Source: an optimization exercise on an open RTL-to-GDS flow (aim: small area and a short achievable clock period). Production flows keep margins and buffers that such runs may drop. No functional check of the RTL was part of any run shown here.

==> flow/design.v, too long to show whole: its modules and the start of the top module <==
// module ex2_1: 1860 lines
// module ex2_1_fa: 4 lines
// module ex2_1_ha: 4 lines
// module ex2_1_pgi: 4 lines
// module ex2_1_pgn: 4 lines
module ex2_1 (
	      input 		  clk, rst, validi,
	      input [31:0] 	  data_in,
	      output logic 	  valido,
	      output logic [31:0] data_out
	      );
  // ...
==> flow/run.sh <==
#!/bin/bash
# synth_recipe.tcl (not shown) runs the flow's synth.tcl, then flattens the netlist and writes it again
# the make line also repeats each setting of config.mk as NAME=value (left out here)
make -C /OpenROAD-flow-scripts/flow DESIGN_CONFIG=/design/flow/config.mk WORK_HOME=/design/flow/orfs CLKGATE_MAP_FILE= SYNTH_SCRIPT=/design/flow/synth_recipe.tcl finish
==> flow/config.mk <==
export PLATFORM = sky130hd
export DESIGN_NAME = ex2_1
export DESIGN_NICKNAME = ex2_1
export VERILOG_FILES = /design/flow/design.v
export SDC_FILE = /design/flow/constraint.sdc
export NUM_CORES = 4
export LEC_CHECK = 0
export CAP_MARGIN = 20
export CORE_MARGIN = 2
export CORE_UTILIZATION = 40
export SETUP_SLACK_MARGIN = 4.4
export SLEW_MARGIN = 20
export SYNTH_HIERARCHICAL = 1
export TNS_END_PERCENT = 0
==> flow/constraint.sdc <==
create_clock -name core_clock -period 8.0 [get_ports {clk}]
set_input_delay 1.6000 -clock core_clock [delete_from_list [all_inputs] [get_ports {clk}]]
set_output_delay 1.6000 -clock core_clock [all_outputs]
set_load 0.01 [all_outputs]
==> flow_summary.yaml, run 1 <==
min_path:
  worstHoldEndpoint: "cnt[0]"
timing:
  finalSetupViolCount: 0
  fin_hold_ws_ps: 432
  tns_ps: 0
  worst_pin_slew_ps: 1230
  finalCriticalPeriod_ps: 4380
layout:
  multi_input_area_um2: 11900
  nClkBuffers: 18
  fin_cells: 1996
  design.seq.count: 166
  area_delta_synth_final_pct: 14.0
  clkCellAreaFrac_pct: 3.09
  diodes: 0
  multi_input_area_share_pct: 66.5
  final_cell_mix: "xnor2_1, fa_1, a22oi_1, dfxtp_1, ha_1"
global_routing:
  met1_usage_pct: 35.1
  use_met3_pct: 5.41
  gr-usage-all-layers_pct: 25.1
  grt_pass1_vias: 11900
  grt_pass1_wl_um: 76100
detailed_routing:
  ant_nets: 0
  drc: 0
  met2_length_um: 22800
  dr.max_layer_used: "met4"
  wirelength_um: 50700
  wl_per_cell_um: 25.4
floorplan:
  start_util_pct: 40.7
  die_w_um: 202
clocking:
  htree_levels: 4
  cts_tree: "built"
  numCtsBuffers: 17
  post_cts_resized: 81
worst_setup_path:
  worstPathMaxFanout: 18
  rrSetupSlack_ps: 3640
  path_cells: "clkdlybuf4s50_1 > buf_6 > a22oi_2 > xnor2_1 > fa_1 > fa_2 > xnor2_1 > xnor3_1 > xnor3_1 > xnor3_1 > xnor3_1"
  cp.arrival_ps: 4720
  critPathSlowestCell: "fa_1"
placement:
  dp_cells: 1954
  post-dp-hpwl_um: 34800
  post-place-ws_ps: 2650
run_status:
  status: "finished clean"
==> run 2: changes to the inputs <==
--- a/flow/design.v
+++ b/flow/design.v
@@ -927,108 +927,16 @@
    wire s794;
    wire c795;
    wire s796;
    wire c797;
    wire s798;
    wire c799;
    wire s800;
    wire [31:0] ra, rb;
-   wire [31:0] g0, p0, sum;
-   wire xg1, xp1;
-   wire xg2, xp2;
-   wire xg3, xp3;
-   wire xg4, xp4;
-   wire xg5, xp5;
-   wire xg6, xp6;
-   wire xg7, xp7;
-   wire xg8, xp8;
-   wire xg9, xp9;
-   wire xg10, xp10;
-   wire xg11, xp11;
-   wire xg12, xp12;
-   wire xg13, xp13;
-   wire xg14, xp14;
-   wire xg15, xp15;
-   wire xg16, xp16;
-   wire xg17, xp17;
-   wire xg18, xp18;
-   wire xg19, xp19;
-   wire xg20, xp20;
-   wire xg21, xp21;
-   wire xg22, xp22;
-   wire xg23, xp23;
-   wire xg24, xp24;
-   wire xg25, xp25;
-   wire xg26, xp26;
-   wire xg27, xp27;
-   wire xg28, xp28;
-   wire xg29, xp29;
-   wire xg30, xp30;
-   wire xg31, xp31;
-   wire gi32, pi32;
-   wire xg33, xp33;
-   wire xg34, xp34;
-   wire xg35, xp35;
-   wire xg36, xp36;
-   wire xg37, xp37;
-   wire xg38, xp38;
-   wire xg39, xp39;
-   wire xg40, xp40;
-   wire xg41, xp41;
-   wire xg42, xp42;
-   wire xg43, xp43;
-   wire xg44, xp44;
-   wire xg45, xp45;
-   wire xg46, xp46;
-   wire xg47, xp47;
-   wire gi48, pi48;
-   wire xg49, xp49;
-   wire xg50, xp50;
-   wire xg51, xp51;
-   wire xg52, xp52;
-   wire xg53, xp53;
-   wire xg54, xp54;
-   wire xg55, xp55;
-   wire xg56, xp56;
-   wire xg57, xp57;
-   wire xg58, xp58;
-   wire xg59, xp59;
-   wire xg60, xp60;
-   wire xg61, xp61;
-   wire gi62, pi62;
-   wire xg63, xp63;
-   wire gi64, pi64;
-   wire xg65, xp65;
-   wire xg66, xp66;
-   wire xg67, xp67;
-   wire xg68, xp68;
-   wire xg69, xp69;
-   wire xg70, xp70;
-   wire xg71, xp71;
-   wire xg72, xp72;
-   wire xg73, xp73;
-   wire xg74, xp74;
-   wire xg75, xp75;
-   wire xg76, xp76;
-   wire xg77, xp77;
-   wire gi78, pi78;
-   wire xg79, xp79;
-   wire gi80, pi80;
-   wire xg81, xp81;
-   wire gi82, pi82;
-   wire xg83, xp83;
-   wire gi84, pi84;
-   wire xg85, xp85;
-   wire gi86, pi86;
-   wire xg87, xp87;
-   wire gi88, pi88;
-   wire xg89, xp89;
-   wire gi90, pi90;
-   wire xg91, xp91;
    always_ff @(posedge clk) begin
       a <= data_in;
       q0 <= bn0;
       q1 <= pp1;
       q2 <= pp2;
       q3 <= s273;
       q4 <= s275;
       q5 <= s279;
@@ -1120,17 +1028,17 @@
       q91 <= c584;
       q92 <= s603;
       q93 <= s605;
       q94 <= s615;
       q95 <= s616;
       q96 <= c604;
       q97 <= s617;
       q98 <= c606;
-      data_out <= sum;
+      data_out <= ra + rb;
    end
    assign bo0 = a[0] ^ 1'b0;
    assign bt0 = (a[1] & ~a[0] & ~1'b0) | (~a[1] & a[0] & 1'b0);
    assign bn0 = a[1] & ~(a[0] & 1'b0);
    assign pp1 = ((bo0 & data_in[0]) | (bt0 & 1'b0)) ^ bn0;
    assign pp2 = ((bo0 & data_in[1]) | (bt0 & data_in[0])) ^ bn0;
    assign pp3 = ((bo0 & data_in[2]) | (bt0 & data_in[1])) ^ bn0;
    assign pp4 = ((bo0 & data_in[3]) | (bt0 & data_in[2])) ^ bn0;
@@ -1716,161 +1624,17 @@
    ex2_1_fa us790 (.a(c695), .b(s700), .c(data_in[26]), .s(s790), .co(c791));
    ex2_1_fa us792 (.a(c701), .b(s708), .c(data_in[27]), .s(s792), .co(c793));
    ex2_1_fa us794 (.a(s714), .b(s716), .c(data_in[28]), .s(s794), .co(c795));
    ex2_1_fa us796 (.a(s722), .b(s724), .c(data_in[29]), .s(s796), .co(c797));
    ex2_1_fa us798 (.a(c725), .b(s732), .c(data_in[30]), .s(s798), .co(c799));
    assign s800 = s737 ^ c733 ^ data_in[31];
    assign ra = {c799, c797, c795, c793, c791, c789, c787, c785, c783, c781, c779, c777, c775, c773, c771, c769, c767, c765, c763, c761, c759, c757, c755, c753, c751, c749, c747, c745, c743, c741, c739, s738};
    assign rb = {s800, s798, s796, s794, s792, s790, s788, s786, s784, s782, s780, s778, s776, s774, s772, s770, s768, s766, s764, s762, s760, s758, s756, s754, s752, s750, s748, s746, s744, s742, s740, 1'b0};
-   assign g0 = ra & rb;
-   assign p0 = ra ^ rb;
-   ex2_1_pgi ug1 (.gh(g0[1]), .ph(p0[1]), .gl(g0[0]), .pl(1'b1), .gn(xg1), .pn(xp1));
-   ex2_1_pgi ug2 (.gh(g0[3]), .ph(p0[3]), .gl(g0[2]), .pl(p0[2]), .gn(xg2), .pn(xp2));
-   ex2_1_pgi ug3 (.gh(g0[5]), .ph(p0[5]), .gl(g0[4]), .pl(p0[4]), .gn(xg3), .pn(xp3));
-   ex2_1_pgi ug4 (.gh(g0[7]), .ph(p0[7]), .gl(g0[6]), .pl(p0[6]), .gn(xg4), .pn(xp4));
-   ex2_1_pgi ug5 (.gh(g0[9]), .ph(p0[9]), .gl(g0[8]), .pl(p0[8]), .gn(xg5), .pn(xp5));
-   ex2_1_pgi ug6 (.gh(g0[11]), .ph(p0[11]), .gl(g0[10]), .pl(p0[10]), .gn(xg6), .pn(xp6));
-   ex2_1_pgi ug7 (.gh(g0[13]), .ph(p0[13]), .gl(g0[12]), .pl(p0[12]), .gn(xg7), .pn(xp7));
-   ex2_1_pgi ug8 (.gh(g0[15]), .ph(p0[15]), .gl(g0[14]), .pl(p0[14]), .gn(xg8), .pn(xp8));
-   ex2_1_pgi ug9 (.gh(g0[17]), .ph(p0[17]), .gl(g0[16]), .pl(p0[16]), .gn(xg9), .pn(xp9));
-   ex2_1_pgi ug10 (.gh(g0[19]), .ph(p0[19]), .gl(g0[18]), .pl(p0[18]), .gn(xg10), .pn(xp10));
-   ex2_1_pgi ug11 (.gh(g0[21]), .ph(p0[21]), .gl(g0[20]), .pl(p0[20]), .gn(xg11), .pn(xp11));
-   ex2_1_pgi ug12 (.gh(g0[23]), .ph(p0[23]), .gl(g0[22]), .pl(p0[22]), .gn(xg12), .pn(xp12));
-   ex2_1_pgi ug13 (.gh(g0[25]), .ph(p0[25]), .gl(g0[24]), .pl(p0[24]), .gn(xg13), .pn(xp13));
-   ex2_1_pgi ug14 (.gh(g0[27]), .ph(p0[27]), .gl(g0[26]), .pl(p0[26]), .gn(xg14), .pn(xp14));
-   ex2_1_pgi ug15 (.gh(g0[29]), .ph(p0[29]), .gl(g0[28]), .pl(p0[28]), .gn(xg15), .pn(xp15));
-   ex2_1_pgi ug16 (.gh(g0[31]), .ph(p0[31]), .gl(g0[30]), .pl(p0[30]), .gn(xg16), .pn(xp16));
-   ex2_1_pgn ug17 (.gnh(xg2), .pnh(xp2), .gnl(xg1), .pnl(1'b0), .g(xg17), .p(xp17));
-   ex2_1_pgn ug18 (.gnh(xg3), .pnh(xp3), .gnl(xg2), .pnl(xp2), .g(xg18), .p(xp18));
-   ex2_1_pgn ug19 (.gnh(xg4), .pnh(xp4), .gnl(xg3), .pnl(xp3), .g(xg19), .p(xp19));
-   ex2_1_pgn ug20 (.gnh(xg5), .pnh(xp5), .gnl(xg4), .pnl(xp4), .g(xg20), .p(xp20));
-   ex2_1_pgn ug21 (.gnh(xg6), .pnh(xp6), .gnl(xg5), .pnl(xp5), .g(xg21), .p(xp21));
-   ex2_1_pgn ug22 (.gnh(xg7), .pnh(xp7), .gnl(xg6), .pnl(xp6), .g(xg22), .p(xp22));
-   ex2_1_pgn ug23 (.gnh(xg8), .pnh(xp8), .gnl(xg7), .pnl(xp7), .g(xg23), .p(xp23));
-   ex2_1_pgn ug24 (.gnh(xg9), .pnh(xp9), .gnl(xg8), .pnl(xp8), .g(xg24), .p(xp24));
-   ex2_1_pgn ug25 (.gnh(xg10), .pnh(xp10), .gnl(xg9), .pnl(xp9), .g(xg25), .p(xp25));
-   ex2_1_pgn ug26 (.gnh(xg11), .pnh(xp11), .gnl(xg10), .pnl(xp10), .g(xg26), .p(xp26));
-   ex2_1_pgn ug27 (.gnh(xg12), .pnh(xp12), .gnl(xg11), .pnl(xp11), .g(xg27), .p(xp27));
-   ex2_1_pgn ug28 (.gnh(xg13), .pnh(xp13), .gnl(xg12), .pnl(xp12), .g(xg28), .p(xp28));
-   ex2_1_pgn ug29 (.gnh(xg14), .pnh(xp14), .gnl(xg13), .pnl(xp13), .g(xg29), .p(xp29));
-   ex2_1_pgn ug30 (.gnh(xg15), .pnh(xp15), .gnl(xg14), .pnl(xp14), .g(xg30), .p(xp30));
-   ex2_1_pgn ug31 (.gnh(xg16), .pnh(xp16), .gnl(xg15), .pnl(xp15), .g(xg31), .p(xp31));
-   assign gi32 = ~xg1;
-   assign pi32 = ~xp1;
-   ex2_1_pgi ug33 (.gh(xg18), .ph(xp18), .gl(gi32), .pl(1'b1), .gn(xg33), .pn(xp33));
-   ex2_1_pgi ug34 (.gh(xg19), .ph(xp19), .gl(xg17), .pl(1'b1), .gn(xg34), .pn(xp34));
-   ex2_1_pgi ug35 (.gh(xg20), .ph(xp20), .gl(xg18), .pl(xp18), .gn(xg35), .pn(xp35));
-   ex2_1_pgi ug36 (.gh(xg21), .ph(xp21), .gl(xg19), .pl(xp19), .gn(xg36), .pn(xp36));
-   ex2_1_pgi ug37 (.gh(xg22), .ph(xp22), .gl(xg20), .pl(xp20), .gn(xg37), .pn(xp37));
-   ex2_1_pgi ug38 (.gh(xg23), .ph(xp23), .gl(xg21), .pl(xp21), .gn(xg38), .pn(xp38));
-   ex2_1_pgi ug39 (.gh(xg24), .ph(xp24), .gl(xg22), .pl(xp22), .gn(xg39), .pn(xp39));
-   ex2_1_pgi ug40 (.gh(xg25), .ph(xp25), .gl(xg23), .pl(xp23), .gn(xg40), .pn(xp40));
-   ex2_1_pgi ug41 (.gh(xg26), .ph(xp26), .gl(xg24), .pl(xp24), .gn(xg41), .pn(xp41));
-   ex2_1_pgi ug42 (.gh(xg27), .ph(xp27), .gl(xg25), .pl(xp25), .gn(xg42), .pn(xp42));
-   ex2_1_pgi ug43 (.gh(xg28), .ph(xp28), .gl(xg26), .pl(xp26), .gn(xg43), .pn(xp43));
-   ex2_1_pgi ug44 (.gh(xg29), .ph(xp29), .gl(xg27), .pl(xp27), .gn(xg44), .pn(xp44));
-   ex2_1_pgi ug45 (.gh(xg30), .ph(xp30), .gl(xg28), .pl(xp28), .gn(xg45), .pn(xp45));
-   ex2_1_pgi ug46 (.gh(xg31), .ph(xp31), .gl(xg29), .pl(xp29), .gn(xg46), .pn(xp46));
-   ex2_1_pgn ug47 (.gnh(xg35), .pnh(xp35), .gnl(xg1), .pnl(1'b0), .g(xg47), .p(xp47));
-   assign gi48 = ~xg17;
-   assign pi48 = ~xp17;
-   ex2_1_pgn ug49 (.gnh(xg36), .pnh(xp36), .gnl(gi48), .pnl(1'b0), .g(xg49), .p(xp49));
-   ex2_1_pgn ug50 (.gnh(xg37), .pnh(xp37), .gnl(xg33), .pnl(1'b0), .g(xg50), .p(xp50));
-   ex2_1_pgn ug51 (.gnh(xg38), .pnh(xp38), .gnl(xg34), .pnl(1'b0), .g(xg51), .p(xp51));
-   ex2_1_pgn ug52 (.gnh(xg39), .pnh(xp39), .gnl(xg35), .pnl(xp35), .g(xg52), .p(xp52));
-   ex2_1_pgn ug53 (.gnh(xg40), .pnh(xp40), .gnl(xg36), .pnl(xp36), .g(xg53), .p(xp53));
-   ex2_1_pgn ug54 (.gnh(xg41), .pnh(xp41), .gnl(xg37), .pnl(xp37), .g(xg54), .p(xp54));
-   ex2_1_pgn ug55 (.gnh(xg42), .pnh(xp42), .gnl(xg38), .pnl(xp38), .g(xg55), .p(xp55));
-   ex2_1_pgn ug56 (.gnh(xg43), .pnh(xp43), .gnl(xg39), .pnl(xp39), .g(xg56), .p(xp56));
-   ex2_1_pgn ug57 (.gnh(xg44), .pnh(xp44), .gnl(xg40), .pnl(xp40), .g(xg57), .p(xp57));
-   ex2_1_pgn ug58 (.gnh(xg45), .pnh(xp45), .gnl(xg41), .pnl(xp41), .g(xg58), .p(xp58));
-   ex2_1_pgn ug59 (.gnh(xg46), .pnh(xp46), .gnl(xg42), .pnl(xp42), .g(xg59), .p(xp59));
-   ex2_1_pgi ug60 (.gh(xg52), .ph(xp52), .gl(gi32), .pl(1'b1), .gn(xg60), .pn(xp60));
-   ex2_1_pgi ug61 (.gh(xg53), .ph(xp53), .gl(xg17), .pl(1'b1), .gn(xg61), .pn(xp61));
-   assign gi62 = ~xg33;
-   assign pi62 = ~xp33;
-   ex2_1_pgi ug63 (.gh(xg54), .ph(xp54), .gl(gi62), .pl(1'b1), .gn(xg63), .pn(xp63));
-   assign gi64 = ~xg34;
-   assign pi64 = ~xp34;
-   ex2_1_pgi ug65 (.gh(xg55), .ph(xp55), .gl(gi64), .pl(1'b1), .gn(xg65), .pn(xp65));
-   ex2_1_pgi ug66 (.gh(xg56), .ph(xp56), .gl(xg47), .pl(1'b1), .gn(xg66), .pn(xp66));
-   ex2_1_pgi ug67 (.gh(xg57), .ph(xp57), .gl(xg49), .pl(1'b1), .gn(xg67), .pn(xp67));
-   ex2_1_pgi ug68 (.gh(xg58), .ph(xp58), .gl(xg50), .pl(1'b1), .gn(xg68), .pn(xp68));
-   ex2_1_pgi ug69 (.gh(xg59), .ph(xp59), .gl(xg51), .pl(1'b1), .gn(xg69), .pn(xp69));
-   ex2_1_pgi ug70 (.gh(g0[2]), .ph(p0[2]), .gl(gi32), .pl(1'b1), .gn(xg70), .pn(xp70));
-   ex2_1_pgi ug71 (.gh(g0[4]), .ph(p0[4]), .gl(xg17), .pl(1'b1), .gn(xg71), .pn(xp71));
-   ex2_1_pgi ug72 (.gh(g0[6]), .ph(p0[6]), .gl(gi62), .pl(1'b1), .gn(xg72), .pn(xp72));
-   ex2_1_pgi ug73 (.gh(g0[8]), .ph(p0[8]), .gl(gi64), .pl(1'b1), .gn(xg73), .pn(xp73));
-   ex2_1_pgi ug74 (.gh(g0[10]), .ph(p0[10]), .gl(xg47), .pl(1'b1), .gn(xg74), .pn(xp74));
-   ex2_1_pgi ug75 (.gh(g0[12]), .ph(p0[12]), .gl(xg49), .pl(1'b1), .gn(xg75), .pn(xp75));
-   ex2_1_pgi ug76 (.gh(g0[14]), .ph(p0[14]), .gl(xg50), .pl(1'b1), .gn(xg76), .pn(xp76));
-   ex2_1_pgi ug77 (.gh(g0[16]), .ph(p0[16]), .gl(xg51), .pl(1'b1), .gn(xg77), .pn(xp77));
-   assign gi78 = ~xg60;
-   assign pi78 = ~xp60;
-   ex2_1_pgi ug79 (.gh(g0[18]), .ph(p0[18]), .gl(gi78), .pl(1'b1), .gn(xg79), .pn(xp79));
-   assign gi80 = ~xg61;
-   assign pi80 = ~xp61;
-   ex2_1_pgi ug81 (.gh(g0[20]), .ph(p0[20]), .gl(gi80), .pl(1'b1), .gn(xg81), .pn(xp81));
-   assign gi82 = ~xg63;
-   assign pi82 = ~xp63;
-   ex2_1_pgi ug83 (.gh(g0[22]), .ph(p0[22]), .gl(gi82), .pl(1'b1), .gn(xg83), .pn(xp83));
-   assign gi84 = ~xg65;
-   assign pi84 = ~xp65;
-   ex2_1_pgi ug85 (.gh(g0[24]), .ph(p0[24]), .gl(gi84), .pl(1'b1), .gn(xg85), .pn(xp85));
-   assign gi86 = ~xg66;
-   assign pi86 = ~xp66;
-   ex2_1_pgi ug87 (.gh(g0[26]), .ph(p0[26]), .gl(gi86), .pl(1'b1), .gn(xg87), .pn(xp87));
-   assign gi88 = ~xg67;
-   assign pi88 = ~xp67;
-   ex2_1_pgi ug89 (.gh(g0[28]), .ph(p0[28]), .gl(gi88), .pl(1'b1), .gn(xg89), .pn(xp89));
-   assign gi90 = ~xg68;
-   assign pi90 = ~xp68;
-   ex2_1_pgi ug91 (.gh(g0[30]), .ph(p0[30]), .gl(gi90), .pl(1'b1), .gn(xg91), .pn(xp91));
-   assign sum[0] = p0[0];
-   assign sum[1] = p0[1] ^ g0[0];
-   assign sum[2] = p0[2] ^ ~xg1;
-   assign sum[3] = p0[3] ^ ~xg70;
-   assign sum[4] = p0[4] ^ xg17;
-   assign sum[5] = p0[5] ^ ~xg71;
-   assign sum[6] = p0[6] ^ ~xg33;
-   assign sum[7] = p0[7] ^ ~xg72;
-   assign sum[8] = p0[8] ^ ~xg34;
-   assign sum[9] = p0[9] ^ ~xg73;
-   assign sum[10] = p0[10] ^ xg47;
-   assign sum[11] = p0[11] ^ ~xg74;
-   assign sum[12] = p0[12] ^ xg49;
-   assign sum[13] = p0[13] ^ ~xg75;
-   assign sum[14] = p0[14] ^ xg50;
-   assign sum[15] = p0[15] ^ ~xg76;
-   assign sum[16] = p0[16] ^ xg51;
-   assign sum[17] = p0[17] ^ ~xg77;
-   assign sum[18] = p0[18] ^ ~xg60;
-   assign sum[19] = p0[19] ^ ~xg79;
-   assign sum[20] = p0[20] ^ ~xg61;
-   assign sum[21] = p0[21] ^ ~xg81;
-   assign sum[22] = p0[22] ^ ~xg63;
-   assign sum[23] = p0[23] ^ ~xg83;
-   assign sum[24] = p0[24] ^ ~xg65;
-   assign sum[25] = p0[25] ^ ~xg85;
-   assign sum[26] = p0[26] ^ ~xg66;
-   assign sum[27] = p0[27] ^ ~xg87;
-   assign sum[28] = p0[28] ^ ~xg67;
-   assign sum[29] = p0[29] ^ ~xg89;
-   assign sum[30] = p0[30] ^ ~xg68;
-   assign sum[31] = p0[31] ^ ~xg91;
 endmodule
 module ex2_1_fa (input a, b, c, output s, co);
    assign s = a ^ b ^ c;
    assign co = (a & b) | (c & (a ^ b));
 endmodule
 module ex2_1_ha (input a, b, output s, co);
    assign s = a ^ b;
    assign co = a & b;
 endmodule
-module ex2_1_pgi (input gh, ph, gl, pl, output gn, pn);
-   assign gn = ~(gh | (ph & gl));
-   assign pn = ~(ph & pl);
-endmodule
-module ex2_1_pgn (input gnh, pnh, gnl, pnl, output g, p);
-   assign g = ~(gnh & (pnh | gnl));
-   assign p = ~(pnh | pnl);
-endmodule
==> flow/config.mk (replaced) <==
export PLATFORM = sky130hd
export DESIGN_NAME = ex2_1
export DESIGN_NICKNAME = ex2_1
export VERILOG_FILES = /design/flow/design.v
export SDC_FILE = /design/flow/constraint.sdc
export NUM_CORES = 4
export LEC_CHECK = 0
export CAP_MARGIN = 20
export CORE_MARGIN = 2
export CORE_UTILIZATION = 40
export SETUP_SLACK_MARGIN = 4.2
export SLEW_MARGIN = 20
export SYNTH_HIERARCHICAL = 1
export TNS_END_PERCENT = 0
==> run 2 against run 1 <==
- sequential cell count unchanged
- highest routed layer unchanged
- clock-buffer cell count up 1
- wire length is 1.1% higher
- hold slack better by 1.1 ps
- critical path depth grew 5
- global-route usage rose by 0.26 points
- non-clock buffer count is 64 higher
- utilization is 2.8 points higher
- critical endpoint is now data_out[23]
- sequential share of layout area down 0.98 points
- fmax grew 11%
- via count increased by 3.1%
- critical path type unchanged
==> flow_summary.yaml, run 2 <==
run_status:
  status: "finished clean"
timing:
  timing.fmax_mhz: 253
  tns_ps: 0
  slew_headroom_pct: 21.1
  slew_viol_final: 0
  rsz0062_at_grt: "yes"
  worst_pin_slew_ps: 1180
  finalCriticalPeriod_ps: 3950
  fin_hold_ws_ps: 434
  finalSetupViolCount: 0
  hold_viol: 0
  finalCritPeriodShare_pct: 49.3
  finalClockSkew_ps: 13.8
detailed_routing:
  vias: 12000
  ant_nets: 0
  wl_per_cell_um: 24.9
  wirelength_um: 51200
  first_iter_violations: 1222
  drtPass1Iterations: 8
  vias_per_cell: 5.83
  drc: 0
synth:
  avgSynthCellArea_um2: 10.7
  synthesis.area_um2: 15600
  synth.top_cells.by_count: "xnor2_1, fa_1, a22oi_1, dfxtp_1, clkbuf_1"
  ys_async_sr_fraction_pct: 1.81
  synth.distinct_cells: 57
  ys_ff_latch: 166
  synth_fp_nets: 1795
  syn_inst: 1458
  yosysSeqAreaShare_pct: 21.4
  synth_top_area_share_pct: 29.1
  ys_warn_count: 7
  synth-edff-count: 0
  synthTopCellsByArea: "fa_1, dfxtp_1, xnor2_1"
  synthFlopType: "dfxtp_1"
  synth_top_area_cell: "fa_1"
  yosysMostFrequentCell: "xnor2_1"
layout:
  largestRegisters: "a: 32 flops, data_out: 32 flops, cnt: 2 flops"
  final_common_cell: "xnor2_1"
  drive_above_1_share_pct: 16.8
  final_cell_mix: "xnor2_1, fa_1, a22oi_1, dfxtp_1, a21oi_1"
  diodes: 0
  area_delta_synth_final_pct: 21.2
  nets: 1867
global_routing:
  grt_pass1_vias: 12400
  grt_pass1_wl_um: 76900
  gr-usage-all-layers_pct: 25.4
  grt-ovfl-total: 0
  antenna_found_initial: 0
  grt_max_degree: 65
worst_setup_path:
  cp.arrival_ps: 4330
  worstPathRequired_ps: 8380
  worst-setup-path-type: "in -> reg"
  worstPathMaxFanout: 2
  cp-start-kind: "input port"
  end_kind: "register"
floorplan:
  die_w_um: 202
  rows: 72
  die-area_um2: 40700
  io-pin-count: 68
  core_um2: 38600
  start_util_pct: 40.5
  die_h_um: 202
clocking:
  ctsHoldBuffers: 0
  path_clk_slew_ps: 60
  root_buffer: "clkbuf_16"
  cts_tree: "built"
  htree_levels: 4
  numCtsBuffers: 17
  numClockSinks: 166
  clk_latency_ps: 460
  cts_max_path_buffers: 2
placement:
  gp_congestion: 0.897
  port_buffers: 67
  post-dp-hpwl_um: 31900
flow_run:
  drv_cap: 0
min_path:
  hold_class: "reg -> reg"
run 2: cell count changes in the layout (fill, tap and decap cells not counted), moves of 14 or more:
cell / delta
a21oi_2: -37
nand2_1: -26
ha_1: -14
a21oi_1: +14
o21ai_2: -18
buf_4: +48
run 2: Yosys stat by module, one instance, submodules excluded:
module	cells	times used	flops+latches	cell area, um^2
ex2_1_fa	1	226	0	20.0
ex2_1_ha	1	30	0	12.5
ex2_1	1202	1	166	10700
run 2: per-layer routing:
layer | global-route usage [%] | vias up | part of all wire [%]
met5 | 0 | - | 0
li1 | - | 5141 | -
met3 | 5.23 | 145 | 9.7
met2 | 39.2 | 705 | 45
met1 | 34.6 | 6015 | 41
met4 | 10.7 | 0 | 4.1
run 2: layout make-up:
type / instances / area (um^2)
fillers: 3508 / 19600
multi-input cells: 1118 / 12100
flip-flops and latches: 166 / 3340
repair buffers: 176 / 2060
well taps: 518 / 648
clock buffers: 19 / 453
inverters: 51 / 199
clock inverters: 12 / 144
run 2: per-stage QoR:
step                      instances  util, %  area (um^2)  worst slack, ps
final                          2060     49.1        18900             4050
after global routing           2060     49.1        18900             4010
after CTS                      2043     48.3        18600             3980
after detailed placement       1957     43.6        16800             2470
after global placement         1957     43.6        16800             2610
after floorplan                1458        -        15800             3970
run 2: path summary, 6_finish.rpt:
| check | cells past startpoint | slack (ps) | from | endpoint |
|---|---|---|---|---|
| setup / recovery | 16 | 4050 | data_in[0] | data_out[23] |
| max in group asynchronous | 2 | 6570 | rst | cnt[0] |
| hold reg to reg | 1 | 430 | cnt[0] | cnt[0] |
| setup reg to reg | 14 | 4160 | q53 | data_out[29] |
| min in group asynchronous | 2 | 1300 | rst | valido |
| hold / removal | 1 | 430 | cnt[0] | cnt[0] |
run 2: repair_timing:
action | 4_1_cts | 5_1_grt
gates resized for setup | 175 | 63
pin swaps | 34 | 43
setup endpoints to repair | 93 | 56
setup buffers | 42 | 14
gates cloned | 13 | 3
run 2: cells by family (layout without fill, tap and decap cells):
logic type / count (synthesis) / count (layout) / share of synthesized area (%)
XOR/XNOR: 328 / 328 / 18.4
adder cells (fa/ha/maj): 302 / 302 / 35.1
flip-flops: 166 / 166 / 21.4
AND/OR/NAND/NOR: 110 / 110 / 3.80
AO/OA/AOI/OAI: 377 / 377 / 17.0
multiplexers: 1 / 1 / 0.0641
buffers and inverters: 174 / 258 / 4.26
run 2: worst max-delay path, cell delays in order:
cell	delay, ps
buf_8	100
buf_12	120
fa_2	370
ha_4	180
fa_2	380
a21oi_2	180
o21ai_2	90
a21oi_4	250
o311ai_4	150
o31ai_4	220
buf_12	150
buf_4	100
buf_4	100
o21bai_1	70
a21oi_2	150
xnor2_1	120

separate check: timing with driven ports:
The flow's constraints put no driver on any port. The routed layouts listed below were extracted and timed again, unchanged, in two steps.
Step 1 sets driving cells, clkbuf_16 on the clock port and buf_2 on the other inputs (assumed; they add their load-dependent delay and slew).
Step 2 moves the port delays by t, midway between the first and last clock arrival at a register: inputs arrive t later, outputs are due t later. That takes back most of the time a late clock gives input paths.
Three values: no drivers, after step 1, after step 2; two values: the first two.
| run | t (ns) | setup slack, ns | worst register clock-pin slew, ns |
|---|---|---|---|
| run 1 | 0.502 | 3.624 / 3.643 / 3.149 | 0.08 / 0.08 |
| run 2 | 0.508 | 4.055 / 4.068 / 3.560 | 0.08 / 0.08 |
After both steps every run listed still meets setup and hold. The setup slack of run 2, which loses most, moves by +0.013 ns with the drivers and by -0.495 ns with both steps.
